Background: an optimization exercise with open tools, aiming at small area, a short achievable clock period and few clock cycles. Do not read the settings as production practice.
For this run, only the layout was checked, not whether the RTL still works.
Power is estimated from default activity; no workload was simulated.

--- flow/design.v ---
module systolic_array #(
    parameter DATAWIDTH = 16,
    parameter N_SIZE = 5
) (
    input  wire                     clk,
    input  wire                     rst_n,
    input  wire                     valid_in,
    input  wire signed [N_SIZE*DATAWIDTH-1:0] matrix_a_in,
    input  wire signed [N_SIZE*DATAWIDTH-1:0] matrix_b_in,
    output reg  valid_out,
    output wire signed [N_SIZE*2*DATAWIDTH-1:0] matrix_c_out
);
    localparam DW = DATAWIDTH;
    localparam N  = N_SIZE;
    localparam CW = 2*DATAWIDTH;
    reg [4:0] cnt;
    reg       load;      
    reg       first;     
    wire      run = (cnt != 5'd0) | valid_in;
    wire [4:0] cnt_nx = (cnt == 5'd31) ? cnt : cnt + 5'd1;
    always @(posedge clk or negedge rst_n) begin
        if (!rst_n) begin
            cnt       <= 5'd0;
            load      <= 1'b1;
            first     <= 1'b0;
            valid_out <= 1'b0;
        end else if (run) begin
            cnt       <= cnt_nx;
            load      <= (cnt_nx <= 5'd4);
            first     <= (cnt_nx == 5'd2) | (cnt_nx == 5'd7) | (cnt_nx == 5'd12) |
                         (cnt_nx == 5'd17) | (cnt_nx == 5'd22);
            valid_out <= (cnt_nx == 5'd7) | (cnt_nx == 5'd12) | (cnt_nx == 5'd17) |
                         (cnt_nx == 5'd22) | (cnt_nx == 5'd27);
        end
    end
    reg signed [DW-1:0] a_st [1:20];
    integer q;
    always @(posedge clk) begin
        for (q = 1; q < 20; q = q + 1) begin
            if (q % 5 == 0)
                a_st[q] <= load ? matrix_a_in[(q/5)*DW +: DW] : a_st[q+1];
            else
                a_st[q] <= a_st[q+1];
        end
        a_st[20] <= matrix_a_in[4*DW +: DW];
    end
    wire [DW-1:0] a0_nx = load ? matrix_a_in[0 +: DW] : a_st[1];
    wire [DW:0]   a0_ext = {a0_nx, 1'b0};
    reg  [7:0] neg, one, two;
    integer d;
    always @(posedge clk) begin
        for (d = 0; d < 8; d = d + 1) begin
            neg[d] <= a0_ext[2*d+2];
            one[d] <= a0_ext[2*d+1] ^ a0_ext[2*d];
            two[d] <= (a0_ext[2*d+2] & ~a0_ext[2*d+1] & ~a0_ext[2*d]) |
                      (~a0_ext[2*d+2] & a0_ext[2*d+1] & a0_ext[2*d]);
        end
    end
    genvar j;
    generate
        for (j = 0; j < N; j = j + 1) begin : col
            reg signed [DW-1:0] b_st [0:4];
            integer p;
            always @(posedge clk) begin
                b_st[0] <= load ? matrix_b_in[j*DW +: DW] : b_st[4];
                for (p = 1; p < 5; p = p + 1)
                    b_st[p] <= b_st[p-1];
            end
            wire [CW-1:0] acc;
            mac_lane lane (
                .clk(clk), .first(first), .neg(neg), .one(one), .two(two),
                .b(b_st[0]), .acc(acc)
            );
            assign matrix_c_out[j*CW +: CW] = acc;
        end
    endgenerate
endmodule
module mac_lane (
    input  wire        clk,
    input  wire        first,
    input  wire [7:0]  neg,
    input  wire [7:0]  one,
    input  wire [7:0]  two,
    input  wire [15:0] b,
    output reg  [31:0] acc
);
    wire pp0_0 = ((one[0] & b[0]) ^ neg[0]);
    wire pp0_1 = (((one[0] & b[1]) | (two[0] & b[0])) ^ neg[0]);
    wire pp0_2 = (((one[0] & b[2]) | (two[0] & b[1])) ^ neg[0]);
    wire pp0_3 = (((one[0] & b[3]) | (two[0] & b[2])) ^ neg[0]);
    wire pp0_4 = (((one[0] & b[4]) | (two[0] & b[3])) ^ neg[0]);
    wire pp0_5 = (((one[0] & b[5]) | (two[0] & b[4])) ^ neg[0]);
    wire pp0_6 = (((one[0] & b[6]) | (two[0] & b[5])) ^ neg[0]);
    wire pp0_7 = (((one[0] & b[7]) | (two[0] & b[6])) ^ neg[0]);
    wire pp0_8 = (((one[0] & b[8]) | (two[0] & b[7])) ^ neg[0]);
    wire pp0_9 = (((one[0] & b[9]) | (two[0] & b[8])) ^ neg[0]);
    wire pp0_10 = (((one[0] & b[10]) | (two[0] & b[9])) ^ neg[0]);
    wire pp0_11 = (((one[0] & b[11]) | (two[0] & b[10])) ^ neg[0]);
    wire pp0_12 = (((one[0] & b[12]) | (two[0] & b[11])) ^ neg[0]);
    wire pp0_13 = (((one[0] & b[13]) | (two[0] & b[12])) ^ neg[0]);
    wire pp0_14 = (((one[0] & b[14]) | (two[0] & b[13])) ^ neg[0]);
    wire pp0_15 = (((one[0] & b[15]) | (two[0] & b[14])) ^ neg[0]);
    wire pp0_16 = ~(((one[0] & b[15]) | (two[0] & b[15])) ^ neg[0]);
    wire pp1_0 = ((one[1] & b[0]) ^ neg[1]);
    wire pp1_1 = (((one[1] & b[1]) | (two[1] & b[0])) ^ neg[1]);
    wire pp1_2 = (((one[1] & b[2]) | (two[1] & b[1])) ^ neg[1]);
    wire pp1_3 = (((one[1] & b[3]) | (two[1] & b[2])) ^ neg[1]);
    wire pp1_4 = (((one[1] & b[4]) | (two[1] & b[3])) ^ neg[1]);
    wire pp1_5 = (((one[1] & b[5]) | (two[1] & b[4])) ^ neg[1]);
    wire pp1_6 = (((one[1] & b[6]) | (two[1] & b[5])) ^ neg[1]);
    wire pp1_7 = (((one[1] & b[7]) | (two[1] & b[6])) ^ neg[1]);
    wire pp1_8 = (((one[1] & b[8]) | (two[1] & b[7])) ^ neg[1]);
    wire pp1_9 = (((one[1] & b[9]) | (two[1] & b[8])) ^ neg[1]);
    wire pp1_10 = (((one[1] & b[10]) | (two[1] & b[9])) ^ neg[1]);
    wire pp1_11 = (((one[1] & b[11]) | (two[1] & b[10])) ^ neg[1]);
    wire pp1_12 = (((one[1] & b[12]) | (two[1] & b[11])) ^ neg[1]);
    wire pp1_13 = (((one[1] & b[13]) | (two[1] & b[12])) ^ neg[1]);
    wire pp1_14 = (((one[1] & b[14]) | (two[1] & b[13])) ^ neg[1]);
    wire pp1_15 = (((one[1] & b[15]) | (two[1] & b[14])) ^ neg[1]);
    wire pp1_16 = ~(((one[1] & b[15]) | (two[1] & b[15])) ^ neg[1]);
    wire pp2_0 = ((one[2] & b[0]) ^ neg[2]);
    wire pp2_1 = (((one[2] & b[1]) | (two[2] & b[0])) ^ neg[2]);
    wire pp2_2 = (((one[2] & b[2]) | (two[2] & b[1])) ^ neg[2]);
    wire pp2_3 = (((one[2] & b[3]) | (two[2] & b[2])) ^ neg[2]);
    wire pp2_4 = (((one[2] & b[4]) | (two[2] & b[3])) ^ neg[2]);
    wire pp2_5 = (((one[2] & b[5]) | (two[2] & b[4])) ^ neg[2]);
    wire pp2_6 = (((one[2] & b[6]) | (two[2] & b[5])) ^ neg[2]);
    wire pp2_7 = (((one[2] & b[7]) | (two[2] & b[6])) ^ neg[2]);
    wire pp2_8 = (((one[2] & b[8]) | (two[2] & b[7])) ^ neg[2]);
    wire pp2_9 = (((one[2] & b[9]) | (two[2] & b[8])) ^ neg[2]);
    wire pp2_10 = (((one[2] & b[10]) | (two[2] & b[9])) ^ neg[2]);
    wire pp2_11 = (((one[2] & b[11]) | (two[2] & b[10])) ^ neg[2]);
    wire pp2_12 = (((one[2] & b[12]) | (two[2] & b[11])) ^ neg[2]);
    wire pp2_13 = (((one[2] & b[13]) | (two[2] & b[12])) ^ neg[2]);
    wire pp2_14 = (((one[2] & b[14]) | (two[2] & b[13])) ^ neg[2]);
    wire pp2_15 = (((one[2] & b[15]) | (two[2] & b[14])) ^ neg[2]);
    wire pp2_16 = ~(((one[2] & b[15]) | (two[2] & b[15])) ^ neg[2]);
    wire pp3_0 = ((one[3] & b[0]) ^ neg[3]);
    wire pp3_1 = (((one[3] & b[1]) | (two[3] & b[0])) ^ neg[3]);
    wire pp3_2 = (((one[3] & b[2]) | (two[3] & b[1])) ^ neg[3]);
    wire pp3_3 = (((one[3] & b[3]) | (two[3] & b[2])) ^ neg[3]);
    wire pp3_4 = (((one[3] & b[4]) | (two[3] & b[3])) ^ neg[3]);
    wire pp3_5 = (((one[3] & b[5]) | (two[3] & b[4])) ^ neg[3]);
    wire pp3_6 = (((one[3] & b[6]) | (two[3] & b[5])) ^ neg[3]);
    wire pp3_7 = (((one[3] & b[7]) | (two[3] & b[6])) ^ neg[3]);
    wire pp3_8 = (((one[3] & b[8]) | (two[3] & b[7])) ^ neg[3]);
    wire pp3_9 = (((one[3] & b[9]) | (two[3] & b[8])) ^ neg[3]);
    wire pp3_10 = (((one[3] & b[10]) | (two[3] & b[9])) ^ neg[3]);
    wire pp3_11 = (((one[3] & b[11]) | (two[3] & b[10])) ^ neg[3]);
    wire pp3_12 = (((one[3] & b[12]) | (two[3] & b[11])) ^ neg[3]);
    wire pp3_13 = (((one[3] & b[13]) | (two[3] & b[12])) ^ neg[3]);
    wire pp3_14 = (((one[3] & b[14]) | (two[3] & b[13])) ^ neg[3]);
    wire pp3_15 = (((one[3] & b[15]) | (two[3] & b[14])) ^ neg[3]);
    wire pp3_16 = ~(((one[3] & b[15]) | (two[3] & b[15])) ^ neg[3]);
    wire pp4_0 = ((one[4] & b[0]) ^ neg[4]);
    wire pp4_1 = (((one[4] & b[1]) | (two[4] & b[0])) ^ neg[4]);
    wire pp4_2 = (((one[4] & b[2]) | (two[4] & b[1])) ^ neg[4]);
    wire pp4_3 = (((one[4] & b[3]) | (two[4] & b[2])) ^ neg[4]);
    wire pp4_4 = (((one[4] & b[4]) | (two[4] & b[3])) ^ neg[4]);
    wire pp4_5 = (((one[4] & b[5]) | (two[4] & b[4])) ^ neg[4]);
    wire pp4_6 = (((one[4] & b[6]) | (two[4] & b[5])) ^ neg[4]);
    wire pp4_7 = (((one[4] & b[7]) | (two[4] & b[6])) ^ neg[4]);
    wire pp4_8 = (((one[4] & b[8]) | (two[4] & b[7])) ^ neg[4]);
    wire pp4_9 = (((one[4] & b[9]) | (two[4] & b[8])) ^ neg[4]);
    wire pp4_10 = (((one[4] & b[10]) | (two[4] & b[9])) ^ neg[4]);
    wire pp4_11 = (((one[4] & b[11]) | (two[4] & b[10])) ^ neg[4]);
    wire pp4_12 = (((one[4] & b[12]) | (two[4] & b[11])) ^ neg[4]);
    wire pp4_13 = (((one[4] & b[13]) | (two[4] & b[12])) ^ neg[4]);
    wire pp4_14 = (((one[4] & b[14]) | (two[4] & b[13])) ^ neg[4]);
    wire pp4_15 = (((one[4] & b[15]) | (two[4] & b[14])) ^ neg[4]);
    wire pp4_16 = ~(((one[4] & b[15]) | (two[4] & b[15])) ^ neg[4]);
    wire pp5_0 = ((one[5] & b[0]) ^ neg[5]);
    wire pp5_1 = (((one[5] & b[1]) | (two[5] & b[0])) ^ neg[5]);
    wire pp5_2 = (((one[5] & b[2]) | (two[5] & b[1])) ^ neg[5]);
    wire pp5_3 = (((one[5] & b[3]) | (two[5] & b[2])) ^ neg[5]);
    wire pp5_4 = (((one[5] & b[4]) | (two[5] & b[3])) ^ neg[5]);
    wire pp5_5 = (((one[5] & b[5]) | (two[5] & b[4])) ^ neg[5]);
    wire pp5_6 = (((one[5] & b[6]) | (two[5] & b[5])) ^ neg[5]);
    wire pp5_7 = (((one[5] & b[7]) | (two[5] & b[6])) ^ neg[5]);
    wire pp5_8 = (((one[5] & b[8]) | (two[5] & b[7])) ^ neg[5]);
    wire pp5_9 = (((one[5] & b[9]) | (two[5] & b[8])) ^ neg[5]);
    wire pp5_10 = (((one[5] & b[10]) | (two[5] & b[9])) ^ neg[5]);
    wire pp5_11 = (((one[5] & b[11]) | (two[5] & b[10])) ^ neg[5]);
    wire pp5_12 = (((one[5] & b[12]) | (two[5] & b[11])) ^ neg[5]);
    wire pp5_13 = (((one[5] & b[13]) | (two[5] & b[12])) ^ neg[5]);
    wire pp5_14 = (((one[5] & b[14]) | (two[5] & b[13])) ^ neg[5]);
    wire pp5_15 = (((one[5] & b[15]) | (two[5] & b[14])) ^ neg[5]);
    wire pp5_16 = ~(((one[5] & b[15]) | (two[5] & b[15])) ^ neg[5]);
    wire pp6_0 = ((one[6] & b[0]) ^ neg[6]);
    wire pp6_1 = (((one[6] & b[1]) | (two[6] & b[0])) ^ neg[6]);
    wire pp6_2 = (((one[6] & b[2]) | (two[6] & b[1])) ^ neg[6]);
    wire pp6_3 = (((one[6] & b[3]) | (two[6] & b[2])) ^ neg[6]);
    wire pp6_4 = (((one[6] & b[4]) | (two[6] & b[3])) ^ neg[6]);
    wire pp6_5 = (((one[6] & b[5]) | (two[6] & b[4])) ^ neg[6]);
    wire pp6_6 = (((one[6] & b[6]) | (two[6] & b[5])) ^ neg[6]);
    wire pp6_7 = (((one[6] & b[7]) | (two[6] & b[6])) ^ neg[6]);
    wire pp6_8 = (((one[6] & b[8]) | (two[6] & b[7])) ^ neg[6]);
    wire pp6_9 = (((one[6] & b[9]) | (two[6] & b[8])) ^ neg[6]);
    wire pp6_10 = (((one[6] & b[10]) | (two[6] & b[9])) ^ neg[6]);
    wire pp6_11 = (((one[6] & b[11]) | (two[6] & b[10])) ^ neg[6]);
    wire pp6_12 = (((one[6] & b[12]) | (two[6] & b[11])) ^ neg[6]);
    wire pp6_13 = (((one[6] & b[13]) | (two[6] & b[12])) ^ neg[6]);
    wire pp6_14 = (((one[6] & b[14]) | (two[6] & b[13])) ^ neg[6]);
    wire pp6_15 = (((one[6] & b[15]) | (two[6] & b[14])) ^ neg[6]);
    wire pp6_16 = ~(((one[6] & b[15]) | (two[6] & b[15])) ^ neg[6]);
    wire pp7_0 = ((one[7] & b[0]) ^ neg[7]);
    wire pp7_1 = (((one[7] & b[1]) | (two[7] & b[0])) ^ neg[7]);
    wire pp7_2 = (((one[7] & b[2]) | (two[7] & b[1])) ^ neg[7]);
    wire pp7_3 = (((one[7] & b[3]) | (two[7] & b[2])) ^ neg[7]);
    wire pp7_4 = (((one[7] & b[4]) | (two[7] & b[3])) ^ neg[7]);
    wire pp7_5 = (((one[7] & b[5]) | (two[7] & b[4])) ^ neg[7]);
    wire pp7_6 = (((one[7] & b[6]) | (two[7] & b[5])) ^ neg[7]);
    wire pp7_7 = (((one[7] & b[7]) | (two[7] & b[6])) ^ neg[7]);
    wire pp7_8 = (((one[7] & b[8]) | (two[7] & b[7])) ^ neg[7]);
    wire pp7_9 = (((one[7] & b[9]) | (two[7] & b[8])) ^ neg[7]);
    wire pp7_10 = (((one[7] & b[10]) | (two[7] & b[9])) ^ neg[7]);
    wire pp7_11 = (((one[7] & b[11]) | (two[7] & b[10])) ^ neg[7]);
    wire pp7_12 = (((one[7] & b[12]) | (two[7] & b[11])) ^ neg[7]);
    wire pp7_13 = (((one[7] & b[13]) | (two[7] & b[12])) ^ neg[7]);
    wire pp7_14 = (((one[7] & b[14]) | (two[7] & b[13])) ^ neg[7]);
    wire pp7_15 = (((one[7] & b[15]) | (two[7] & b[14])) ^ neg[7]);
    wire pp7_16 = ~(((one[7] & b[15]) | (two[7] & b[15])) ^ neg[7]);
    wire t1 = neg[1] ^ pp0_2;
    wire t2 = neg[1] & pp0_2;
    wire t3 = pp0_3 ^ pp1_1;
    wire t4 = pp0_3 & pp1_1;
    wire t5 = neg[2] ^ pp0_4 ^ pp1_2;
    wire t6 = (neg[2] & pp0_4) | (neg[2] & pp1_2) | (pp0_4 & pp1_2);
    wire t7 = pp2_0 ^ t4;
    wire t8 = pp2_0 & t4;
    wire t9 = pp0_5 ^ pp1_3 ^ pp2_1;
    wire t10 = (pp0_5 & pp1_3) | (pp0_5 & pp2_1) | (pp1_3 & pp2_1);
    wire t11 = t6 ^ t9;
    wire t12 = t6 & t9;
    wire t13 = neg[3] ^ pp0_6 ^ pp1_4;
    wire t14 = (neg[3] & pp0_6) | (neg[3] & pp1_4) | (pp0_6 & pp1_4);
    wire t15 = pp2_2 ^ pp3_0 ^ t10;
    wire t16 = (pp2_2 & pp3_0) | (pp2_2 & t10) | (pp3_0 & t10);
    wire t17 = t13 ^ t12;
    wire t18 = t13 & t12;
    wire t19 = pp0_7 ^ pp1_5 ^ pp2_3;
    wire t20 = (pp0_7 & pp1_5) | (pp0_7 & pp2_3) | (pp1_5 & pp2_3);
    wire t21 = pp3_1 ^ t14 ^ t19;
    wire t22 = (pp3_1 & t14) | (pp3_1 & t19) | (t14 & t19);
    wire t23 = t16 ^ t21;
    wire t24 = t16 & t21;
    wire t25 = neg[4] ^ pp0_8 ^ pp1_6;
    wire t26 = (neg[4] & pp0_8) | (neg[4] & pp1_6) | (pp0_8 & pp1_6);
    wire t27 = pp2_4 ^ pp3_2 ^ pp4_0;
    wire t28 = (pp2_4 & pp3_2) | (pp2_4 & pp4_0) | (pp3_2 & pp4_0);
    wire t29 = t20 ^ t25 ^ t27;
    wire t30 = (t20 & t25) | (t20 & t27) | (t25 & t27);
    wire t31 = t22 ^ t29;
    wire t32 = t22 & t29;
    wire t33 = pp0_9 ^ pp1_7 ^ pp2_5;
    wire t34 = (pp0_9 & pp1_7) | (pp0_9 & pp2_5) | (pp1_7 & pp2_5);
    wire t35 = pp3_3 ^ pp4_1 ^ t26;
    wire t36 = (pp3_3 & pp4_1) | (pp3_3 & t26) | (pp4_1 & t26);
    wire t37 = t28 ^ t33 ^ t30;
    wire t38 = (t28 & t33) | (t28 & t30) | (t33 & t30);
    wire t39 = t35 ^ t32;
    wire t40 = t35 & t32;
    wire t41 = neg[5] ^ pp0_10 ^ pp1_8;
    wire t42 = (neg[5] & pp0_10) | (neg[5] & pp1_8) | (pp0_10 & pp1_8);
    wire t43 = pp2_6 ^ pp3_4 ^ pp4_2;
    wire t44 = (pp2_6 & pp3_4) | (pp2_6 & pp4_2) | (pp3_4 & pp4_2);
    wire t45 = pp5_0 ^ t34 ^ t41;
    wire t46 = (pp5_0 & t34) | (pp5_0 & t41) | (t34 & t41);
    wire t47 = t43 ^ t36 ^ t45;
    wire t48 = (t43 & t36) | (t43 & t45) | (t36 & t45);
    wire t49 = t38 ^ t47;
    wire t50 = t38 & t47;
    wire t51 = pp0_11 ^ pp1_9 ^ pp2_7;
    wire t52 = (pp0_11 & pp1_9) | (pp0_11 & pp2_7) | (pp1_9 & pp2_7);
    wire t53 = pp3_5 ^ pp4_3 ^ pp5_1;
    wire t54 = (pp3_5 & pp4_3) | (pp3_5 & pp5_1) | (pp4_3 & pp5_1);
    wire t55 = t42 ^ t44 ^ t51;
    wire t56 = (t42 & t44) | (t42 & t51) | (t44 & t51);
    wire t57 = t53 ^ t46 ^ t55;
    wire t58 = (t53 & t46) | (t53 & t55) | (t46 & t55);
    wire t59 = t48 ^ t57;
    wire t60 = t48 & t57;
    wire t61 = neg[6] ^ pp0_12 ^ pp1_10;
    wire t62 = (neg[6] & pp0_12) | (neg[6] & pp1_10) | (pp0_12 & pp1_10);
    wire t63 = pp2_8 ^ pp3_6 ^ pp4_4;
    wire t64 = (pp2_8 & pp3_6) | (pp2_8 & pp4_4) | (pp3_6 & pp4_4);
    wire t65 = pp5_2 ^ pp6_0 ^ t52;
    wire t66 = (pp5_2 & pp6_0) | (pp5_2 & t52) | (pp6_0 & t52);
    wire t67 = t54 ^ t61 ^ t63;
    wire t68 = (t54 & t61) | (t54 & t63) | (t61 & t63);
    wire t69 = t56 ^ t65 ^ t67;
    wire t70 = (t56 & t65) | (t56 & t67) | (t65 & t67);
    wire t71 = t58 ^ t69;
    wire t72 = t58 & t69;
    wire t73 = pp0_13 ^ pp1_11 ^ pp2_9;
    wire t74 = (pp0_13 & pp1_11) | (pp0_13 & pp2_9) | (pp1_11 & pp2_9);
    wire t75 = pp3_7 ^ pp4_5 ^ pp5_3;
    wire t76 = (pp3_7 & pp4_5) | (pp3_7 & pp5_3) | (pp4_5 & pp5_3);
    wire t77 = pp6_1 ^ t62 ^ t64;
    wire t78 = (pp6_1 & t62) | (pp6_1 & t64) | (t62 & t64);
    wire t79 = t73 ^ t75 ^ t66;
    wire t80 = (t73 & t75) | (t73 & t66) | (t75 & t66);
    wire t81 = t68 ^ t77 ^ t79;
    wire t82 = (t68 & t77) | (t68 & t79) | (t77 & t79);
    wire t83 = t70 ^ t72;
    wire t84 = t70 & t72;
    wire t85 = neg[7] ^ pp0_14 ^ pp1_12;
    wire t86 = (neg[7] & pp0_14) | (neg[7] & pp1_12) | (pp0_14 & pp1_12);
    wire t87 = pp2_10 ^ pp3_8 ^ pp4_6;
    wire t88 = (pp2_10 & pp3_8) | (pp2_10 & pp4_6) | (pp3_8 & pp4_6);
    wire t89 = pp5_4 ^ pp6_2 ^ pp7_0;
    wire t90 = (pp5_4 & pp6_2) | (pp5_4 & pp7_0) | (pp6_2 & pp7_0);
    wire t91 = t74 ^ t76 ^ t85;
    wire t92 = (t74 & t76) | (t74 & t85) | (t76 & t85);
    wire t93 = t87 ^ t89 ^ t78;
    wire t94 = (t87 & t89) | (t87 & t78) | (t89 & t78);
    wire t95 = t91 ^ t80 ^ t93;
    wire t96 = (t91 & t80) | (t91 & t93) | (t80 & t93);
    wire t97 = t82 ^ t95;
    wire t98 = t82 & t95;
    wire t99 = pp0_15 ^ pp1_13 ^ pp2_11;
    wire t100 = (pp0_15 & pp1_13) | (pp0_15 & pp2_11) | (pp1_13 & pp2_11);
    wire t101 = pp3_9 ^ pp4_7 ^ pp5_5;
    wire t102 = (pp3_9 & pp4_7) | (pp3_9 & pp5_5) | (pp4_7 & pp5_5);
    wire t103 = pp6_3 ^ pp7_1 ^ t86;
    wire t104 = (pp6_3 & pp7_1) | (pp6_3 & t86) | (pp7_1 & t86);
    wire t105 = t88 ^ t90 ^ t99;
    wire t106 = (t88 & t90) | (t88 & t99) | (t90 & t99);
    wire t107 = t101 ^ t92 ^ t103;
    wire t108 = (t101 & t92) | (t101 & t103) | (t92 & t103);
    wire t109 = t105 ^ t94 ^ t107;
    wire t110 = (t105 & t94) | (t105 & t107) | (t94 & t107);
    wire t111 = t96 ^ t109;
    wire t112 = t96 & t109;
    wire t113 = 1'b1 ^ pp0_16 ^ pp1_14;
    wire t114 = (1'b1 & pp0_16) | (1'b1 & pp1_14) | (pp0_16 & pp1_14);
    wire t115 = pp2_12 ^ pp3_10 ^ pp4_8;
    wire t116 = (pp2_12 & pp3_10) | (pp2_12 & pp4_8) | (pp3_10 & pp4_8);
    wire t117 = pp5_6 ^ pp6_4 ^ pp7_2;
    wire t118 = (pp5_6 & pp6_4) | (pp5_6 & pp7_2) | (pp6_4 & pp7_2);
    wire t119 = t100 ^ t102 ^ t113;
    wire t120 = (t100 & t102) | (t100 & t113) | (t102 & t113);
    wire t121 = t115 ^ t117 ^ t104;
    wire t122 = (t115 & t117) | (t115 & t104) | (t117 & t104);
    wire t123 = t106 ^ t119 ^ t108;
    wire t124 = (t106 & t119) | (t106 & t108) | (t119 & t108);
    wire t125 = t121 ^ t110 ^ t123;
    wire t126 = (t121 & t110) | (t121 & t123) | (t110 & t123);
    wire t127 = 1'b1 ^ pp1_15 ^ pp2_13;
    wire t128 = (1'b1 & pp1_15) | (1'b1 & pp2_13) | (pp1_15 & pp2_13);
    wire t129 = pp3_11 ^ pp4_9 ^ pp5_7;
    wire t130 = (pp3_11 & pp4_9) | (pp3_11 & pp5_7) | (pp4_9 & pp5_7);
    wire t131 = pp6_5 ^ pp7_3 ^ t114;
    wire t132 = (pp6_5 & pp7_3) | (pp6_5 & t114) | (pp7_3 & t114);
    wire t133 = t116 ^ t118 ^ t127;
    wire t134 = (t116 & t118) | (t116 & t127) | (t118 & t127);
    wire t135 = t129 ^ t120 ^ t131;
    wire t136 = (t129 & t120) | (t129 & t131) | (t120 & t131);
    wire t137 = t133 ^ t122 ^ t135;
    wire t138 = (t133 & t122) | (t133 & t135) | (t122 & t135);
    wire t139 = t124 ^ t137;
    wire t140 = t124 & t137;
    wire t141 = pp1_16 ^ pp2_14 ^ pp3_12;
    wire t142 = (pp1_16 & pp2_14) | (pp1_16 & pp3_12) | (pp2_14 & pp3_12);
    wire t143 = pp4_10 ^ pp5_8 ^ pp6_6;
    wire t144 = (pp4_10 & pp5_8) | (pp4_10 & pp6_6) | (pp5_8 & pp6_6);
    wire t145 = pp7_4 ^ t128 ^ t130;
    wire t146 = (pp7_4 & t128) | (pp7_4 & t130) | (t128 & t130);
    wire t147 = t141 ^ t143 ^ t132;
    wire t148 = (t141 & t143) | (t141 & t132) | (t143 & t132);
    wire t149 = t134 ^ t145 ^ t136;
    wire t150 = (t134 & t145) | (t134 & t136) | (t145 & t136);
    wire t151 = t147 ^ t138 ^ t149;
    wire t152 = (t147 & t138) | (t147 & t149) | (t138 & t149);
    wire t153 = 1'b1 ^ pp2_15 ^ pp3_13;
    wire t154 = (1'b1 & pp2_15) | (1'b1 & pp3_13) | (pp2_15 & pp3_13);
    wire t155 = pp4_11 ^ pp5_9 ^ pp6_7;
    wire t156 = (pp4_11 & pp5_9) | (pp4_11 & pp6_7) | (pp5_9 & pp6_7);
    wire t157 = pp7_5 ^ t142 ^ t144;
    wire t158 = (pp7_5 & t142) | (pp7_5 & t144) | (t142 & t144);
    wire t159 = t153 ^ t155 ^ t146;
    wire t160 = (t153 & t155) | (t153 & t146) | (t155 & t146);
    wire t161 = t157 ^ t148 ^ t159;
    wire t162 = (t157 & t148) | (t157 & t159) | (t148 & t159);
    wire t163 = t150 ^ t161;
    wire t164 = t150 & t161;
    wire t165 = pp2_16 ^ pp3_14 ^ pp4_12;
    wire t166 = (pp2_16 & pp3_14) | (pp2_16 & pp4_12) | (pp3_14 & pp4_12);
    wire t167 = pp5_10 ^ pp6_8 ^ pp7_6;
    wire t168 = (pp5_10 & pp6_8) | (pp5_10 & pp7_6) | (pp6_8 & pp7_6);
    wire t169 = t154 ^ t156 ^ t165;
    wire t170 = (t154 & t156) | (t154 & t165) | (t156 & t165);
    wire t171 = t167 ^ t158 ^ t169;
    wire t172 = (t167 & t158) | (t167 & t169) | (t158 & t169);
    wire t173 = t160 ^ t171 ^ t162;
    wire t174 = (t160 & t171) | (t160 & t162) | (t171 & t162);
    wire t175 = 1'b1 ^ pp3_15 ^ pp4_13;
    wire t176 = (1'b1 & pp3_15) | (1'b1 & pp4_13) | (pp3_15 & pp4_13);
    wire t177 = pp5_11 ^ pp6_9 ^ pp7_7;
    wire t178 = (pp5_11 & pp6_9) | (pp5_11 & pp7_7) | (pp6_9 & pp7_7);
    wire t179 = t166 ^ t168 ^ t175;
    wire t180 = (t166 & t168) | (t166 & t175) | (t168 & t175);
    wire t181 = t177 ^ t170 ^ t179;
    wire t182 = (t177 & t170) | (t177 & t179) | (t170 & t179);
    wire t183 = t172 ^ t181;
    wire t184 = t172 & t181;
    wire t185 = pp3_16 ^ pp4_14 ^ pp5_12;
    wire t186 = (pp3_16 & pp4_14) | (pp3_16 & pp5_12) | (pp4_14 & pp5_12);
    wire t187 = pp6_10 ^ pp7_8 ^ t176;
    wire t188 = (pp6_10 & pp7_8) | (pp6_10 & t176) | (pp7_8 & t176);
    wire t189 = t178 ^ t185 ^ t180;
    wire t190 = (t178 & t185) | (t178 & t180) | (t185 & t180);
    wire t191 = t187 ^ t182 ^ t189;
    wire t192 = (t187 & t182) | (t187 & t189) | (t182 & t189);
    wire t193 = 1'b1 ^ pp4_15 ^ pp5_13;
    wire t194 = (1'b1 & pp4_15) | (1'b1 & pp5_13) | (pp4_15 & pp5_13);
    wire t195 = pp6_11 ^ pp7_9 ^ t186;
    wire t196 = (pp6_11 & pp7_9) | (pp6_11 & t186) | (pp7_9 & t186);
    wire t197 = t193 ^ t188 ^ t195;
    wire t198 = (t193 & t188) | (t193 & t195) | (t188 & t195);
    wire t199 = t190 ^ t197;
    wire t200 = t190 & t197;
    wire t201 = pp4_16 ^ pp5_14 ^ pp6_12;
    wire t202 = (pp4_16 & pp5_14) | (pp4_16 & pp6_12) | (pp5_14 & pp6_12);
    wire t203 = pp7_10 ^ t194 ^ t201;
    wire t204 = (pp7_10 & t194) | (pp7_10 & t201) | (t194 & t201);
    wire t205 = t196 ^ t203 ^ t198;
    wire t206 = (t196 & t203) | (t196 & t198) | (t203 & t198);
    wire t207 = 1'b1 ^ pp5_15 ^ pp6_13;
    wire t208 = (1'b1 & pp5_15) | (1'b1 & pp6_13) | (pp5_15 & pp6_13);
    wire t209 = pp7_11 ^ t202 ^ t207;
    wire t210 = (pp7_11 & t202) | (pp7_11 & t207) | (t202 & t207);
    wire t211 = t204 ^ t209;
    wire t212 = t204 & t209;
    wire t213 = pp5_16 ^ pp6_14 ^ pp7_12;
    wire t214 = (pp5_16 & pp6_14) | (pp5_16 & pp7_12) | (pp6_14 & pp7_12);
    wire t215 = t208 ^ t213 ^ t210;
    wire t216 = (t208 & t213) | (t208 & t210) | (t213 & t210);
    wire t217 = 1'b1 ^ pp6_15 ^ pp7_13;
    wire t218 = (1'b1 & pp6_15) | (1'b1 & pp7_13) | (pp6_15 & pp7_13);
    wire t219 = t214 ^ t217;
    wire t220 = t214 & t217;
    wire t221 = pp6_16 ^ pp7_14 ^ t218;
    wire t222 = (pp6_16 & pp7_14) | (pp6_16 & t218) | (pp7_14 & t218);
    wire t223 = 1'b1 ^ pp7_15;
    wire t224 = 1'b1 & pp7_15;
    reg [61:0] s1;
    always @(posedge clk) begin
        s1[0] <= neg[0];
        s1[1] <= pp0_0;
        s1[2] <= pp0_1;
        s1[3] <= pp1_0;
        s1[4] <= t1;
        s1[5] <= t2;
        s1[6] <= t3;
        s1[7] <= t5;
        s1[8] <= t7;
        s1[9] <= t8;
        s1[10] <= t11;
        s1[11] <= t15;
        s1[12] <= t17;
        s1[13] <= t18;
        s1[14] <= t23;
        s1[15] <= t24;
        s1[16] <= t31;
        s1[17] <= t37;
        s1[18] <= t39;
        s1[19] <= t40;
        s1[20] <= t49;
        s1[21] <= t50;
        s1[22] <= t59;
        s1[23] <= t60;
        s1[24] <= t71;
        s1[25] <= t81;
        s1[26] <= t83;
        s1[27] <= t84;
        s1[28] <= t97;
        s1[29] <= t98;
        s1[30] <= t111;
        s1[31] <= t112;
        s1[32] <= t125;
        s1[33] <= t139;
        s1[34] <= t126;
        s1[35] <= t140;
        s1[36] <= t151;
        s1[37] <= t163;
        s1[38] <= t152;
        s1[39] <= t164;
        s1[40] <= t173;
        s1[41] <= t183;
        s1[42] <= t174;
        s1[43] <= t184;
        s1[44] <= t191;
        s1[45] <= t199;
        s1[46] <= t192;
        s1[47] <= t200;
        s1[48] <= t205;
        s1[49] <= t211;
        s1[50] <= t206;
        s1[51] <= t212;
        s1[52] <= t215;
        s1[53] <= t219;
        s1[54] <= t216;
        s1[55] <= t220;
        s1[56] <= t221;
        s1[57] <= t223;
        s1[58] <= t222;
        s1[59] <= pp7_16;
        s1[60] <= t224;
        s1[61] <= 1'b1;
    end
    wire [31:0] acc_in = first ? 32'd0 : acc;
    wire u1 = s1[0] ^ s1[1];
    wire u2 = s1[0] & s1[1];
    wire u3 = s1[2] ^ acc_in[1];
    wire u4 = s1[2] & acc_in[1];
    wire u5 = s1[3] ^ s1[4] ^ acc_in[2];
    wire u6 = (s1[3] & s1[4]) | (s1[3] & acc_in[2]) | (s1[4] & acc_in[2]);
    wire u7 = s1[5] ^ s1[6] ^ acc_in[3];
    wire u8 = (s1[5] & s1[6]) | (s1[5] & acc_in[3]) | (s1[6] & acc_in[3]);
    wire u9 = s1[7] ^ s1[8] ^ acc_in[4];
    wire u10 = (s1[7] & s1[8]) | (s1[7] & acc_in[4]) | (s1[8] & acc_in[4]);
    wire u11 = s1[9] ^ s1[10] ^ acc_in[5];
    wire u12 = (s1[9] & s1[10]) | (s1[9] & acc_in[5]) | (s1[10] & acc_in[5]);
    wire u13 = s1[11] ^ s1[12] ^ acc_in[6];
    wire u14 = (s1[11] & s1[12]) | (s1[11] & acc_in[6]) | (s1[12] & acc_in[6]);
    wire u15 = s1[13] ^ s1[14] ^ acc_in[7];
    wire u16 = (s1[13] & s1[14]) | (s1[13] & acc_in[7]) | (s1[14] & acc_in[7]);
    wire u17 = s1[15] ^ s1[16] ^ acc_in[8];
    wire u18 = (s1[15] & s1[16]) | (s1[15] & acc_in[8]) | (s1[16] & acc_in[8]);
    wire u19 = s1[17] ^ s1[18] ^ acc_in[9];
    wire u20 = (s1[17] & s1[18]) | (s1[17] & acc_in[9]) | (s1[18] & acc_in[9]);
    wire u21 = s1[19] ^ s1[20] ^ acc_in[10];
    wire u22 = (s1[19] & s1[20]) | (s1[19] & acc_in[10]) | (s1[20] & acc_in[10]);
    wire u23 = s1[21] ^ s1[22] ^ acc_in[11];
    wire u24 = (s1[21] & s1[22]) | (s1[21] & acc_in[11]) | (s1[22] & acc_in[11]);
    wire u25 = s1[23] ^ s1[24] ^ acc_in[12];
    wire u26 = (s1[23] & s1[24]) | (s1[23] & acc_in[12]) | (s1[24] & acc_in[12]);
    wire u27 = s1[25] ^ s1[26] ^ acc_in[13];
    wire u28 = (s1[25] & s1[26]) | (s1[25] & acc_in[13]) | (s1[26] & acc_in[13]);
    wire u29 = s1[27] ^ s1[28] ^ acc_in[14];
    wire u30 = (s1[27] & s1[28]) | (s1[27] & acc_in[14]) | (s1[28] & acc_in[14]);
    wire u31 = s1[29] ^ s1[30] ^ acc_in[15];
    wire u32 = (s1[29] & s1[30]) | (s1[29] & acc_in[15]) | (s1[30] & acc_in[15]);
    wire u33 = s1[31] ^ s1[32] ^ acc_in[16];
    wire u34 = (s1[31] & s1[32]) | (s1[31] & acc_in[16]) | (s1[32] & acc_in[16]);
    wire u35 = s1[33] ^ s1[34] ^ acc_in[17];
    wire u36 = (s1[33] & s1[34]) | (s1[33] & acc_in[17]) | (s1[34] & acc_in[17]);
    wire u37 = s1[35] ^ s1[36] ^ acc_in[18];
    wire u38 = (s1[35] & s1[36]) | (s1[35] & acc_in[18]) | (s1[36] & acc_in[18]);
    wire u39 = s1[37] ^ s1[38] ^ acc_in[19];
    wire u40 = (s1[37] & s1[38]) | (s1[37] & acc_in[19]) | (s1[38] & acc_in[19]);
    wire u41 = s1[39] ^ s1[40] ^ acc_in[20];
    wire u42 = (s1[39] & s1[40]) | (s1[39] & acc_in[20]) | (s1[40] & acc_in[20]);
    wire u43 = s1[41] ^ s1[42] ^ acc_in[21];
    wire u44 = (s1[41] & s1[42]) | (s1[41] & acc_in[21]) | (s1[42] & acc_in[21]);
    wire u45 = s1[43] ^ s1[44] ^ acc_in[22];
    wire u46 = (s1[43] & s1[44]) | (s1[43] & acc_in[22]) | (s1[44] & acc_in[22]);
    wire u47 = s1[45] ^ s1[46] ^ acc_in[23];
    wire u48 = (s1[45] & s1[46]) | (s1[45] & acc_in[23]) | (s1[46] & acc_in[23]);
    wire u49 = s1[47] ^ s1[48] ^ acc_in[24];
    wire u50 = (s1[47] & s1[48]) | (s1[47] & acc_in[24]) | (s1[48] & acc_in[24]);
    wire u51 = s1[49] ^ s1[50] ^ acc_in[25];
    wire u52 = (s1[49] & s1[50]) | (s1[49] & acc_in[25]) | (s1[50] & acc_in[25]);
    wire u53 = s1[51] ^ s1[52] ^ acc_in[26];
    wire u54 = (s1[51] & s1[52]) | (s1[51] & acc_in[26]) | (s1[52] & acc_in[26]);
    wire u55 = s1[53] ^ s1[54] ^ acc_in[27];
    wire u56 = (s1[53] & s1[54]) | (s1[53] & acc_in[27]) | (s1[54] & acc_in[27]);
    wire u57 = s1[55] ^ s1[56] ^ acc_in[28];
    wire u58 = (s1[55] & s1[56]) | (s1[55] & acc_in[28]) | (s1[56] & acc_in[28]);
    wire u59 = s1[57] ^ s1[58] ^ acc_in[29];
    wire u60 = (s1[57] & s1[58]) | (s1[57] & acc_in[29]) | (s1[58] & acc_in[29]);
    wire u61 = s1[59] ^ s1[60] ^ acc_in[30];
    wire u62 = (s1[59] & s1[60]) | (s1[59] & acc_in[30]) | (s1[60] & acc_in[30]);
    wire u63 = s1[61] ^ acc_in[31];
    wire [31:0] x = {u63, u60, u58, u56, u54, u52, u50, u48, u46, u44, u42, u40, u38, u36, u34, u32, u30, u28, u26, u24, u22, u20, u18, u16, u14, u12, u10, u8, u6, u4, u2, acc_in[0]};
    wire [31:0] y = {u62, u61, u59, u57, u55, u53, u51, u49, u47, u45, u43, u41, u39, u37, u35, u33, u31, u29, u27, u25, u23, u21, u19, u17, u15, u13, u11, u9, u7, u5, u3, u1};
    always @(posedge clk) acc <= x + y;
endmodule
--- flow/run.sh ---
#!/bin/bash
# synth_recipe.tcl (not shown) runs the flow's synth.tcl, then flattens the netlist and writes it again
# the make line also repeats each setting of config.mk as NAME=value (left out here)
make -C /OpenROAD-flow-scripts/flow DESIGN_CONFIG=/design/flow/config.mk WORK_HOME=/design/flow/orfs CLKGATE_MAP_FILE= SYNTH_SCRIPT=/design/flow/synth_recipe.tcl finish
--- flow/config.mk ---
export PLATFORM = sky130hd
export DESIGN_NAME = systolic_array
export DESIGN_NICKNAME = systolic_array
export VERILOG_FILES = /design/flow/design.v
export SDC_FILE = /design/flow/constraint.sdc
export NUM_CORES = 8
export LEC_CHECK = 0
export CAP_MARGIN = 40
export CORE_MARGIN = 2
export CORE_UTILIZATION = 45
export SETUP_SLACK_MARGIN = 5
export SLEW_MARGIN = 40
--- flow/constraint.sdc ---
create_clock -name core_clock -period 9.0 [get_ports {clk}]
set_input_delay 1.8000 -clock core_clock [delete_from_list [all_inputs] [get_ports {clk}]]
set_output_delay 1.8000 -clock core_clock [all_outputs]
set_load 0.01 [all_outputs]
==> run summary <==
-- what timing repair did --
action,CTS,global route
setup endpoints to repair,199,73
setup buffers,9,45
cloned,0,4
pin swaps,8,26
gates resized for setup,75,100
-- power by group through the flow --
stage | logic, mW | clock network (mW) | registers [mW]
after global routing | 17.0 | 6.06 | 7.27
after CTS | 14.5 | 5.85 | 7.22
after global placement | 14.0 | 0 | 7.34
after detailed placement | 14.1 | 0 | 7.32
after floorplan | 10.5 | 0 | 7.14
final | 15.1 | 5.70 | 7.18
-- worst register-to-register path, stage by stage (launching register included) --
cell	delay [ps]
dfrtp_4	560
buf_4	180
buf_12	150
buf_12	180
nand2b_1	280
fa_1	480
inv_1	40
ha_1	350
a21o_1	200
a21oi_2	190
o21a_1	190
a2bb2oi_1	220
o311a_1	270
nor2_1	120
a221oi_2	290
xnor2_1	150
-- layout by cell type, fill, tap and decap left out, drive strengths merged, types with 74 or more instances in the layout --
cell	synthesis	final
clkdlybuf4s50	0	323
a22oi	601	601
a21o	96	96
o21ai	108	108
nor2	74	74
fa	570	570
xor2	294	294
mux2	132	132
buf	70	125
ha	303	303
xnor2	545	545
nand2b	134	134
dfxtp	1205	1205
a21oi	140	140
inv	964	965
clkbuf	366	186
nand2	127	127
-- layer usage --
layer  wire length [microns]  GRT usage  up-vias
met5                     324          0        -
met4                    7490     0.0993       30
met3                   16700     0.0678      407
met2                   78000      0.366     1795
met1                   73200      0.303    21500
li1                        -          -    19800
-- state kept, by name (all words and copies together), names as in the netlist --
name / flops
a_st: 320
cnt: 5
col.b_st: 400
col.lane.acc: 160
col.lane.s1: 301
first: 1
load: 1
neg: 8
one: 8
two: 8
valid_out: 1
-- area by class of cell --
class | instances | area [sq um]
Inverter | 964 | 3660
Timing Repair Buffer | 452 | 4770
Antenna cell | 5 | 12.5
Clock buffer | 182 | 3770
Clock inverter | 58 | 997
Tap cell | 1890 | 2360
Fill cell | 12500 | 66400
Multi-Input combinational cell | 3462 | 35000
Sequential cell | 1213 | 24400
-- stage by stage --
stage / instance area, sq um / hold WS [ps] / util
5_1_grt: 75000 / 299 / 0.530
3_3_place_gp: 68600 / 310 / 0.485
2_1_floorplan: 64100 / 310 / -
4_1_cts: 73900 / 303 / 0.523
6_report: 75000 / 292 / 0.530
3_5_place_dp: 68700 / 312 / 0.486
-- worst min-delay path by stage --
| stage | start | end | slack [ps] | cells past startpoint |
|---|---|---|---|---|
| 2_1_floorplan | a_st[12][0]$_DFF_P_ | a_st[11][0]$_DFF_P_ | 310 | 0 |
| 3_3_place_gp | a_st[8][10]$_DFF_P_ | a_st[7][10]$_DFF_P_ | 310 | 0 |
| 3_5_place_dp | col[0].b_st[3][12]$_DFF_P_ | col[0].b_st[4][12]$_DFF_P_ | 310 | 0 |
| 4_1_cts | col[1].b_st[3][8]$_DFF_P_ | col[1].b_st[4][8]$_DFF_P_ | 300 | 0 |
| 5_1_grt | col[1].b_st[2][3]$_DFF_P_ | col[1].b_st[3][3]$_DFF_P_ | 300 | 0 |
| 6_report | col[1].b_st[1][2]$_DFF_P_ | col[1].b_st[2][2]$_DFF_P_ | 290 | 0 |
-- logic make-up after synthesis --
family	share of synthesized area
AOI/OAI and AO/OA	0.119
xor gates and xnor gates	0.115
adders and majority gates	0.237
buffers and inverters	0.0821
DFF	0.380
muxes	0.0254
and+or+nand+nor	0.0417
==> results.cfg <==
[status]
outcome = complete, no violations

[layout]
final_cell_count_no_fill = 8226
finalNetCount = 7262
post_route_cells_drive_above_1_share = 0.0971
layout-area-overhead-vs-synth_pct = 17.1

[global_routing]
grt_first_pass_wirelength_microns = 264000
via_count_of_the_first_global_routing_pass = 45300
grt_remaining_overflow = 0
antenna_found_initial = 21
maximum_number_of_pins_on_one_net_before_global_route_repair = 77
grt_use_total = 0.235

[synthesis]
netlist_top_cells_count = dfxtp_1 (1,205), inv_1 (963), a22oi_1 (601)
postSynthCellCount = 6075
ys_seq_elements = 1213
synth_top_cell_by_area = dfxtp_1
dominantRegCellSynth = dfxtp_1
post_synth_num_cell_types = 68
most_used_standard_cell_by_instance_count_after_synthesis = dfxtp_1
number_of_synthesized_flops_with_an_enable_pin = 0
synth.yosys.seq_area_share = 0.380
synth_warnings = 14
synth_area_per_cell_sq_um = 10.5
async_reset_ff_frac = 0.00660
post-synth-top-area-fraction = 0.377
synth_nets = 7111
synthesis.area_sq_mm = 0.0641
ranking_of_synthesized_cells_by_area = dfxtp_1 (38%), fa_1 (18%), xnor2_1 (7.5%), a22oi_1 (7.0%), ha_1 (5.9%)

[worst_setup_path]
timing.reg2reg.setup_slack_ps = 5080
worst-r2r-cell-count = 15
crit_chain = buf_4 -> buf_12 -> buf_12 -> nand2b_1 -> fa_1 -> inv_1 -> ha_1 -> a21o_1 -> a21oi_2 -> o21a_1 -> a2bb2oi_1 -> o311a_1 -> nor2_1 -> a221oi_2 -> xnor2_1
critical_path.slowest_cell = dfrtp_4
crit_fanout = 43
max_stage_delay_ps = 560
crit_path_start = first$_DFFE_PN0P_
crit_type = reg2reg
worstReg2RegStart = first$_DFFE_PN0P_
end_kind = flop
critical-path-top-cell-by-count = buf_12
worstPathRequired_ps = 9670
cp-start-kind = flop
crit_path_end = col[1].lane.acc[28]$_DFF_P_
critical_path.n_buffers_inverters = 4
critPathArrivalTime_ps = 4590
worst-path-stages = 15
cell_family_with_the_largest_share_of_critical_path_delay = compound AO/OA/AOI/OAI gates
critical_path.reg2reg.endpoint = col[1].lane.acc[28]$_DFF_P_

[power_and_ir_drop]
part_of_the_power_in_the_clock_network = 0.204
worst_supply_voltage_drop_on_vdd_mv = 0.243
power.share.combinational = 0.540
totalPowerFinal_mw = 28.0
internal_power_mw = 16.7
pwr-share-seq = 0.257
netSwitchingPower_mw = 11.3
power.static_leakage_nw = 31.8
p_per_area_mw_per_mm2 = 373
switching_share = 0.405

[timing]
setup-violations-final = 0
hold_viol = 0
finalWorstSetupSlack_ps = 5080
fin_tns_setup_ps = 0
post-route-period-util = 0.436
timing.slew.headroom = 0.396
timing.final.crit_period_ps = 3920
report.final.slew_viol_count = 0
worst-slew-pin-transition_ps = 905
unrepaired_setup_endpoints_after_global_routing = yes
worst_clock_skew_ps = 61.5
max_clock_freq_ghz = 0.255

[floorplan]
core.rowCount = 138
die_area_sq_mm = 0.145
floorplan.die.width_microns = 381
io_pins = 324
coreArea_sq_mm = 0.141
dieHeight_microns = 381
initial_core_util = 0.453

[detailed_routing]
routed_via_density = 5.29
route.antenna.remaining_nets = 0
detail_route.iter0.violations = 3179
route.final.wire_length_microns = 176000
routed_wire_length_per_instance_microns = 21.4
drcViolationCount = 0
vias = 43500
drt-pass1-iter-count = 5

[cts]
cts_max_level = 4
clk-insertion-delay-late_ps = 790
cts_tree = done
worst_setup_hold_path_clk_slew_ps = 60
tritoncts.num_buffers = 133
clock_tree.buffer_depth = 3
cts-hold-fix-buffers = 0
clock_tree.root_cell = clkbuf_16
numClockSinks = 1213

[run]
drv_cap = 0

[min_path]
worstHoldPathType = reg2reg

[placed_design]
portBuffers = 323
placedCellCount = 7923
dp_worst_setup_slack_ps = 3990
place.gp.congestion = 0.869
place_hpwl_microns = 116000

re-timing with driven ports:
No port has a modelled driver above. Below, the same layout with a new extraction and two added sets of constraints. Step 1: set_driving_cell puts a clkbuf_16 on clk and a buf_2 on each other input, an assumption about the parent block. Step 2 adds t to the input delays and takes it off the output delays; t is the mean of the earliest and latest rising clock arrival at the registers after step 1. Input paths then give back, and output paths get back, about the clock's delay inside the block. Slacks: ideal / step 1 / step 2; pairs: ideal / step 1.
shift t [ns]: 0.854
slack for setup (ns): 5.076 / 5.076 / 5.076
worst hold slack (ns): 0.292 / 0.292 / 0.292
worst slew at a driven data input, ns: 0.12
cell pins on the clock port's net: 1
After both steps this run still meets setup and hold. For this run, drivers alone change the setup slack by 0.000 ns; drivers and shift together by 0.000 ns.
